From an optimization exercise on the open Yosys and OpenROAD flow, aimed at small area, a short achievable clock period and few clock cycles; shortcuts taken in it are not production practice.
At most, simulation tests tie the RTL to the original design; equivalence was not proved.
Power is estimated from default activity; no workload was simulated.

==> inputs of v30 <==
// happy_face
module happy_face (
    input wire signed [31:0] s_x,
    input wire signed [31:0] s_y,
    input wire signed [31:0] height,
    input wire __clock,
    input wire __reset,
    input wire __start,
    input wire __ready,
    output reg __valid,
    output reg __done,
    output reg signed [31:0] __output_0,
    output reg signed [31:0] __output_1
);
    localparam [2:0] IDLE = 3'd0, INIT = 3'd1, CIRC = 3'd2, EPRE = 3'd3,
                     EYE = 3'd4, ESW = 3'd5, DONE = 3'd6, NEGM = 3'd7;
    reg [2:0] ph;
    reg [2:0] k;       
    reg eye;           
    reg neg;           
    reg decr;          
    reg contf;         
    reg lastcolf;      
    reg [9:0] x;       
    reg [10:0] y;      
    reg [11:0] s;      
    reg [11:0] g;      
    reg [9:0] q;       
    wire adv = __ready | ~__valid;
    wire go = ~__start & ~__reset & adv;
    wire iINIT = (ph == INIT);
    wire iCIRC = (ph == CIRC);
    wire iEPRE = (ph == EPRE);
    wire iEYE = (ph == EYE);
    wire iESW = (ph == ESW);
    wire iDONE = (ph == DONE);
    wire iNEGM = (ph == NEGM);
    wire k0 = (k == 3'd0), k1 = (k == 3'd1), k2 = (k == 3'd2), k3 = (k == 3'd3);
    wire k4 = (k == 3'd4), k5 = (k == 3'd5), k6 = (k == 3'd6), k7 = (k == 3'd7);
    wire [3:0] n = {eye, k};
    reg [9:0] div3;
    reg [1:0] r3;
    reg [2:0] t3;
    integer b;
    always @* begin
        r3 = 2'd0;
        for (b = 9; b >= 0; b = b - 1) begin
            t3 = {r3, y[b]};
            div3[b] = (t3 >= 3'd3);
            r3 = div3[b] ? (t3 - 3'd3) : t3[1:0];
        end
    end
    reg [9:0] xinc;
    reg [10:0] ydec;
    reg [11:0] sinc;
    reg [11:0] sd;
    reg [12:0] sz;     
    integer i;
    always @* begin
        for (i = 0; i < 10; i = i + 1) xinc[i] = x[i] ^ (&(x | ~((10'd1 << i) - 10'd1)));
        for (i = 0; i < 11; i = i + 1) ydec[i] = y[i] ^ (~|(y & ((11'd1 << i) - 11'd1)));
        for (i = 0; i < 12; i = i + 1) sinc[i] = s[i] ^ (&(s | ~((12'd1 << i) - 12'd1)));
        for (i = 0; i < 13; i = i + 1) sz[i] = ~|(s & ((13'd1 << i) - 13'd1));
        for (i = 0; i < 12; i = i + 1) sd[i] = s[i] ^ (decr & sz[i]);
    end
    wire bneg = decr & sz[12];
    wire dec_now = ~g[11] & (|g[10:0]);         
  ...
Settings: LEC_CHECK=0, CAP_MARGIN=20, CORE_MARGIN=2, CORE_UTILIZATION=40, SLEW_MARGIN=20; clock period 20.0 ns.
run.sh (not shown) runs the stock make flow with config.mk's settings and CLKGATE_MAP_FILE= SYNTH_SCRIPT=/design/flow/synth_recipe.tcl, a recipe that flattens the netlist after the stock synthesis.
==> v31: changes against v30 <==
--- a/flow/design.v
+++ b/flow/design.v
@@ -9,76 +9,86 @@
     output reg __valid,
     output reg __done,
     output reg signed [31:0] __output_0,
     output reg signed [31:0] __output_1
 );
     localparam [2:0] IDLE = 3'd0, INIT = 3'd1, CIRC = 3'd2, EPRE = 3'd3,
                      EYE = 3'd4, ESW = 3'd5, DONE = 3'd6, NEGM = 3'd7;
     reg [2:0] ph;
-    reg [2:0] k;       
+    reg [7:0] k;       
     reg eye;           
     reg neg;           
     reg decr;          
     reg contf;         
     reg lastcolf;      
     reg [9:0] x;       
     reg [10:0] y;      
     reg [11:0] s;      
     reg [11:0] g;      
     reg [9:0] q;       
+    reg [1:0] r3;      
+    reg lastrowf;      
+    reg bnegf;         
+    reg qzf;           
     wire adv = __ready | ~__valid;
     wire go = ~__start & ~__reset & adv;
     wire iINIT = (ph == INIT);
     wire iCIRC = (ph == CIRC);
     wire iEPRE = (ph == EPRE);
     wire iEYE = (ph == EYE);
     wire iESW = (ph == ESW);
     wire iDONE = (ph == DONE);
     wire iNEGM = (ph == NEGM);
-    wire k0 = (k == 3'd0), k1 = (k == 3'd1), k2 = (k == 3'd2), k3 = (k == 3'd3);
-    wire k4 = (k == 3'd4), k5 = (k == 3'd5), k6 = (k == 3'd6), k7 = (k == 3'd7);
-    wire [3:0] n = {eye, k};
-    reg [9:0] div3;
-    reg [1:0] r3;
-    reg [2:0] t3;
-    integer b;
-    always @* begin
-        r3 = 2'd0;
-        for (b = 9; b >= 0; b = b - 1) begin
-            t3 = {r3, y[b]};
-            div3[b] = (t3 >= 3'd3);
-            r3 = div3[b] ? (t3 - 3'd3) : t3[1:0];
-        end
-    end
+    wire k0 = k[0], k1 = k[1], k2 = k[2], k3 = k[3];
+    wire k4 = k[4], k5 = k[5], k6 = k[6], k7 = k[7];
     reg [9:0] xinc;
     reg [10:0] ydec;
     reg [11:0] sinc;
     reg [11:0] sd;
     reg [12:0] sz;     
     integer i;
     always @* begin
         for (i = 0; i < 10; i = i + 1) xinc[i] = x[i] ^ (&(x | ~((10'd1 << i) - 10'd1)));
         for (i = 0; i < 11; i = i + 1) ydec[i] = y[i] ^ (~|(y & ((11'd1 << i) - 11'd1)));
         for (i = 0; i < 12; i = i + 1) sinc[i] = s[i] ^ (&(s | ~((12'd1 << i) - 12'd1)));
         for (i = 0; i < 13; i = i + 1) sz[i] = ~|(s & ((13'd1 << i) - 13'd1));
         for (i = 0; i < 12; i = i + 1) sd[i] = s[i] ^ (decr & sz[i]);
     end
-    wire bneg = decr & sz[12];
+    wire bneg = bnegf;
     wire dec_now = ~g[11] & (|g[10:0]);         
     wire [11:0] ycmp = {y[10], y} - {2'b00, x};
     wire cont_now = ~ycmp[11];                   
-    wire qz = (q == 10'd0);
+    wire qz = qzf;
+    wire [3:0] dv = {r3, q[9:8]};
+    reg [1:0] qd, rn;
+    always @* begin
+        case (dv)
+            4'd0: begin qd = 2'd0; rn = 2'd0; end
+            4'd1: begin qd = 2'd0; rn = 2'd1; end
+            4'd2: begin qd = 2'd0; rn = 2'd2; end
+            4'd3: begin qd = 2'd1; rn = 2'd0; end
+            4'd4: begin qd = 2'd1; rn = 2'd1; end
+            4'd5: begin qd = 2'd1; rn = 2'd2; end
+            4'd6: begin qd = 2'd2; rn = 2'd0; end
+            4'd7: begin qd = 2'd2; rn = 2'd1; end
+            4'd8: begin qd = 2'd2; rn = 2'd2; end
+            4'd9: begin qd = 2'd3; rn = 2'd0; end
+            4'd10: begin qd = 2'd3; rn = 2'd1; end
+            default: begin qd = 2'd3; rn = 2'd2; end
+        endcase
+    end
+    wire divstep = iCIRC & (x == 10'd0) & (k0 | k1 | k2 | k3 | k4);
     wire [11:0] gop = k1 ? {~ydec, 1'b1} : {1'b0, xinc, 1'b1};
     wire [11:0] gsum;
     hf_add12 u_gadd (.a(g), .b(gop), .ci(k1), .s(gsum));
     wire [11:0] x2 = {1'b0, x, 1'b0};
     wire [11:0] y2 = y[10] ? 12'd2 : {y, 1'b0};    
     wire ysg = y[10];
-    wire lastrow = (y == 11'd0);
+    wire lastrow = lastrowf;
     wire s0_x2 = iCIRC & k1;
     wire s0_s = (iCIRC & (k3 | (k7 & contf))) | iNEGM;
     wire s0_y2 = iCIRC & k5;
     wire s0_y = iCIRC & k7 & ~contf;
     wire s0_sd = iEYE & lastrow & lastcolf;
     wire [11:0] p0 = ({12{s0_x2}} & x2) | ({12{s0_s}} & s) | ({12{s0_y2}} & y2) |
                      ({12{s0_y}} & {1'b0, y}) | ({12{s0_sd}} & sd) |
                      (iEPRE ? 12'd10 : 12'd0) | (iESW ? 12'd20 : 12'd0);
@@ -91,53 +101,48 @@
                      ({12{s1_sd}} & sd) | ({12{s1_x}} & {2'b00, x}) |
                      (iEPRE ? 12'd5 : 12'd0);
     reg inv0, inv1, c0, c1, en0, en1;
     always @* begin
         inv0 = 1'b0; inv1 = 1'b0; c0 = 1'b0; c1 = 1'b0; en0 = 1'b0; en1 = 1'b0;
         case (ph)
             INIT: en1 = 1'b1;
             CIRC: begin
-                case (k)
-                    3'd0: begin en1 = 1'b1; inv1 = ~ysg; c1 = ~ysg; end
-                    3'd1: begin en0 = 1'b1; inv0 = 1'b1; c0 = 1'b1;
-                                en1 = 1'b1; inv1 = ysg; c1 = ysg; end
-                    3'd2: begin en1 = 1'b1; inv1 = ~ysg; c1 = ~ysg; end
-                    3'd3: begin en0 = 1'b1; en1 = 1'b1; end
-                    3'd4: begin en1 = 1'b1; inv1 = 1'b1; c1 = 1'b1; end
-                    3'd5: begin en0 = 1'b1; inv0 = ~ysg; c0 = ~ysg; en1 = 1'b1; end
-                    3'd6: begin en1 = 1'b1; inv1 = 1'b1; c1 = 1'b1; end
-                    default: begin
-                        if (contf) begin
-                            en0 = 1'b1; c0 = 1'b1; en1 = 1'b1; inv1 = bneg;
-                        end else begin
-                            en0 = ~qz; en1 = ~qz;
-                        end
+                if (k0) begin en1 = 1'b1; inv1 = ~ysg; c1 = ~ysg; end
+                if (k1) begin en0 = 1'b1; inv0 = 1'b1; c0 = 1'b1;
+                              en1 = 1'b1; inv1 = ysg; c1 = ysg; end
+                if (k2) begin en1 = 1'b1; inv1 = ~ysg; c1 = ~ysg; end
+                if (k3) begin en0 = 1'b1; en1 = 1'b1; end
+                if (k4) begin en1 = 1'b1; inv1 = 1'b1; c1 = 1'b1; end
+                if (k5) begin en0 = 1'b1; inv0 = ~ysg; c0 = ~ysg; en1 = 1'b1; end
+                if (k6) begin en1 = 1'b1; inv1 = 1'b1; c1 = 1'b1; end
+                if (k7) begin
+                    if (contf) begin
+                        en0 = 1'b1; c0 = 1'b1; en1 = 1'b1; inv1 = bneg;
+                    end else begin
+                        en0 = ~qz; en1 = ~qz;
                     end
-                endcase
+                end
             end
             EPRE: begin en0 = 1'b1; en1 = 1'b1; end
             EYE: begin
                 if (!lastrow) begin
                     en1 = 1'b1; c1 = 1'b1;
                 end else if (!lastcolf) begin
                     en0 = 1'b1; c0 = 1'b1; en1 = 1'b1; inv1 = 1'b1; c1 = 1'b1;
                 end else if (!eye) begin
                     en0 = 1'b1; inv0 = 1'b1; c0 = 1'b1; en1 = 1'b1; inv1 = 1'b1; c1 = 1'b1;
                 end
             end
             ESW: begin en0 = 1'b1; inv0 = 1'b1; c0 = 1'b1; end
             NEGM: begin
-                case (n)
-                    4'd0, 4'd1, 4'd4, 4'd5: begin en1 = 1'b1; inv1 = 1'b1; c1 = 1'b1; end
-                    4'd2, 4'd3: en1 = 1'b1;
-                    4'd6: begin en0 = 1'b1; en1 = 1'b1; end
-                    4'd8, 4'd9: begin en0 = 1'b1; inv0 = 1'b1; c0 = 1'b1; end
-                    default: ;
-                endcase
+                if (~eye & (k0 | k1 | k4 | k5)) begin en1 = 1'b1; inv1 = 1'b1; c1 = 1'b1; end
+                if (~eye & (k2 | k3)) en1 = 1'b1;
+                if (~eye & k6) begin en0 = 1'b1; en1 = 1'b1; end
+                if (eye & (k0 | k1)) begin en0 = 1'b1; inv0 = 1'b1; c0 = 1'b1; end
             end
             default: ;
         endcase
     end
     wire [19:0] hh = {q, x} & {20{neg & (iINIT | iNEGM)}};
     wire [31:0] d0 = {hh, p0} ^ {32{inv0}};
     wire [31:0] d1 = {hh, p1} ^ {32{inv1}};
     wire [31:0] sum0, sum1;
@@ -153,55 +158,67 @@
         end
     end
     wire exit_eye = iCIRC & k7 & ~contf & ~qz;
     wire col_next = iEYE & lastrow & ~lastcolf;
     wire eye_switch = iEYE & lastrow & lastcolf & ~eye;
     wire x_inc = (iCIRC & k7 & contf) | col_next;
     wire x_clr = exit_eye | eye_switch;
     wire [9:0] x_next = x_inc ? xinc : (x_clr ? 10'd0 : x);
+    wire y_dn = (iCIRC & k7 & contf & decr) | (iEYE & ~lastrow);
+    wire y_ld = iINIT | iEPRE | col_next | eye_switch;
+    wire [10:0] y_next = y_ld ? sd[10:0] : (y_dn ? ydec : y);
     always @(posedge __clock) begin
         if (__start) begin
             x <= height[21:12];
-            y <= height[10:0];
             s <= height[11:0];
             g <= ~height[11:0];
             q <= height[31:22];
             neg <= height[31];
         end else if (go) begin
             if (x_inc | x_clr) x <= x_next;
-            if ((iCIRC & k7 & contf & decr) | (iEYE & ~lastrow)) y <= ydec;
-            if (iEPRE | col_next | eye_switch) y <= sd[10:0];
+            if (y_dn | y_ld) y <= y_next;
             if (iCIRC & k7 & contf & ~decr) s <= sinc;
             if (exit_eye) s <= {2'b00, q};
             if ((iCIRC & k0) | (iCIRC & k1 & decr)) g <= gsum;
-            if (iINIT & ~neg) q <= div3;
+            if (iINIT & ~neg) begin
+                q <= s[9:0];
+                r3 <= 2'd0;
+            end
+            if (divstep) begin
+                q <= {q[7:0], qd};
+                r3 <= rn;
+            end
+            if (iCIRC & k5) qzf <= (q == 10'd0);
+            if (iCIRC & k2) bnegf <= dec_now & sz[12];
+            if (iEPRE | iEYE) lastrowf <= (y_next == 11'd0);
             if (iEPRE | iEYE) lastcolf <= (x_next == sd[9:0]);
         end
     end
     always @(posedge __clock) begin
         if (__start) begin
             ph <= INIT;
             __valid <= 1'b0;
             __done <= 1'b0;
+            decr <= 1'b0;
         end else if (__reset) begin
             ph <= IDLE;
             __valid <= 1'b0;
             __done <= 1'b0;
         end else if (adv) begin
             case (ph)
                 INIT: begin
                     __valid <= 1'b1;
-                    k <= 3'd0;
+                    k <= 8'd1;
                     eye <= 1'b0;
                     decr <= 1'b0;
                     ph <= neg ? NEGM : CIRC;
                 end
                 CIRC: begin
-                    k <= k + 3'd1;
+                    k <= {k[6:0], k[7]};
                     if (k2) begin
                         decr <= dec_now;
                         contf <= cont_now;
                     end
                     if (k7 & ~contf) begin
                         if (qz) begin
                             ph <= DONE;
                             __done <= 1'b1;
@@ -228,22 +245,24 @@
                         end
                     end
                 end
                 ESW: begin
                     ph <= EYE;
                     __valid <= 1'b1;
                 end
                 NEGM: begin
-                    {eye, k} <= n + 4'd1;
-                    case (n)
-                        4'd0, 4'd2, 4'd4, 4'd8: __valid <= 1'b0;
-                        4'd11: begin __done <= 1'b1; ph <= DONE; end
-                        default: __valid <= 1'b1;
-                    endcase
+                    k <= {k[6:0], k[7]};
+                    if (k7) eye <= 1'b1;
+                    if (eye & k3) begin
+                        __done <= 1'b1;
+                        ph <= DONE;
+                    end else begin
+                        __valid <= ~((~eye & (k0 | k2 | k4)) | (eye & k0));
+                    end
                 end
                 DONE: begin
                     ph <= IDLE;
                     __valid <= 1'b0;
                     __done <= 1'b0;
                 end
                 default: __valid <= 1'b0;
             endcase
==> flow/flow/run.sh (new file) <==
#!/bin/bash
# Standard layout, with plain buffers on the ports instead of delay buffers, a clock tree of
# smaller buffers without dummy loads, and timing repair that aims well below the clock period.
set -euo pipefail
export BUFFER_PORTS_ARGS="-buffer_cell sky130_fd_sc_hd__buf_1"
export CTS_ARGS="-sink_clustering_enable -repair_clock_nets -dont_use_dummy_load -buf_list {sky130_fd_sc_hd__clkbuf_4 sky130_fd_sc_hd__clkbuf_8}"
export SETUP_SLACK_MARGIN=15
bash standard.sh > standard.log 2>&1
==> flow/standard.sh (new file) <==
#!/bin/bash
# synth_recipe.tcl (not shown) runs the flow's synth.tcl, then flattens the netlist and writes it again
# the make line also repeats each setting of config.mk as NAME=value (left out here)
make -C /OpenROAD-flow-scripts/flow DESIGN_CONFIG=/design/flow/config.mk WORK_HOME=/design/flow/orfs CLKGATE_MAP_FILE= SYNTH_SCRIPT=/design/flow/synth_recipe.tcl "${@:-finish}"
removed: flow/run.sh
==> summary of the runs <==
v31 passed the timing, DRC and antenna checks. v30 completed with no timing, DRC or antenna violations.
Against v30, the routed wire length of v31 is larger by 14%.
Of v30 and v31, v31 has the higher fmax (gap about 32%, measured against v31).
Between v31 and v30, the lower critical path depth is in v31 (gap 5).
Core utilization: v31 is higher than v30 (3.3 points).
Against v30, the register-to-register slack of v31 is better by 2.5 ns.
Against v30, the synthesized area of v31 is higher by about 1.3%.
Power: v31 is smaller than v30 (4.0%).
In v30 the flip-flop and latch count is lower than in v31, by 10.
Between v31 and v30, the lower clock power is in v31 (gap about 47%, measured against v30).
==> figures <==
quantity                                                             v31                      v30
DR vias/cell                                                       5.733                    5.560
Unrepaired setup endpoints after global routing                      yes                       no
Worst-Skew Late Latency                                          0.49 ns                  0.43 ns
Outcome                                          complete, no violations  complete, no violations
Post-synthesis adder-cell area fraction                           0.1582                   0.1693
Post-route cell area                                           16100 µm²                15010 µm²
Placed instance count                                               1879                     1874
Required time at the worst-slack endpoint                       20.24 ns                 20.14 ns
Sw Share                                                          0.3787                   0.3561
Setup slack after layout                                        14.79 ns                 12.29 ns
Non-clock inverters                                                   95                      120
Clock network power                                             0.181 mW                 0.339 mW
Clock network fraction of total power                              0.159                    0.286
Total area of sequential cells                                  4213 µm²                 3914 µm²
Post-DP HPWL                                                    30.47 mm                 29.79 mm
Total length of routed met3 wires                               3.839 mm                 2.318 mm
Synthesized netlist cell count                                      1377                     1366
Post-synthesis compound-gate area fraction                        0.1787                   0.1924
Worst-Margin Slew                                              0.9945 ns                 1.189 ns
Testbench counts of v31, summed over its fixed seeds: cycles 31,968.
Only the layout flow was run in v30; the RTL was not checked for function there.

## re-timing with driven ports
Ports are ideal in the flow. The routed layouts listed here were re-timed in OpenROAD.
Step 1, drivers: a clkbuf_16 drives __clock and a buf_2 each remaining input, both assumed.
Step 2 also shifts input and output timing later by t, the mid clock arrival at the registers, as if the neighbouring blocks saw the same clock.
Slacks: no drivers / after step 1 / after step 2; pairs: no drivers / after step 1.
| run | t, ns | setup slack, ns | latest minus earliest clock arrival (ns) |
|---|---|---|---|
| v30 | 0.474 | 12.287 / 12.287 / 12.287 | 0.015 / 0.015 |
| v31 | 0.509 | 14.790 / 14.790 / 14.333 | 0.050 / 0.050 |
After both steps every run listed still meets setup and hold. The setup slack of v31, which loses most, moves by 0.000 ns with the drivers and by -0.457 ns with both steps.
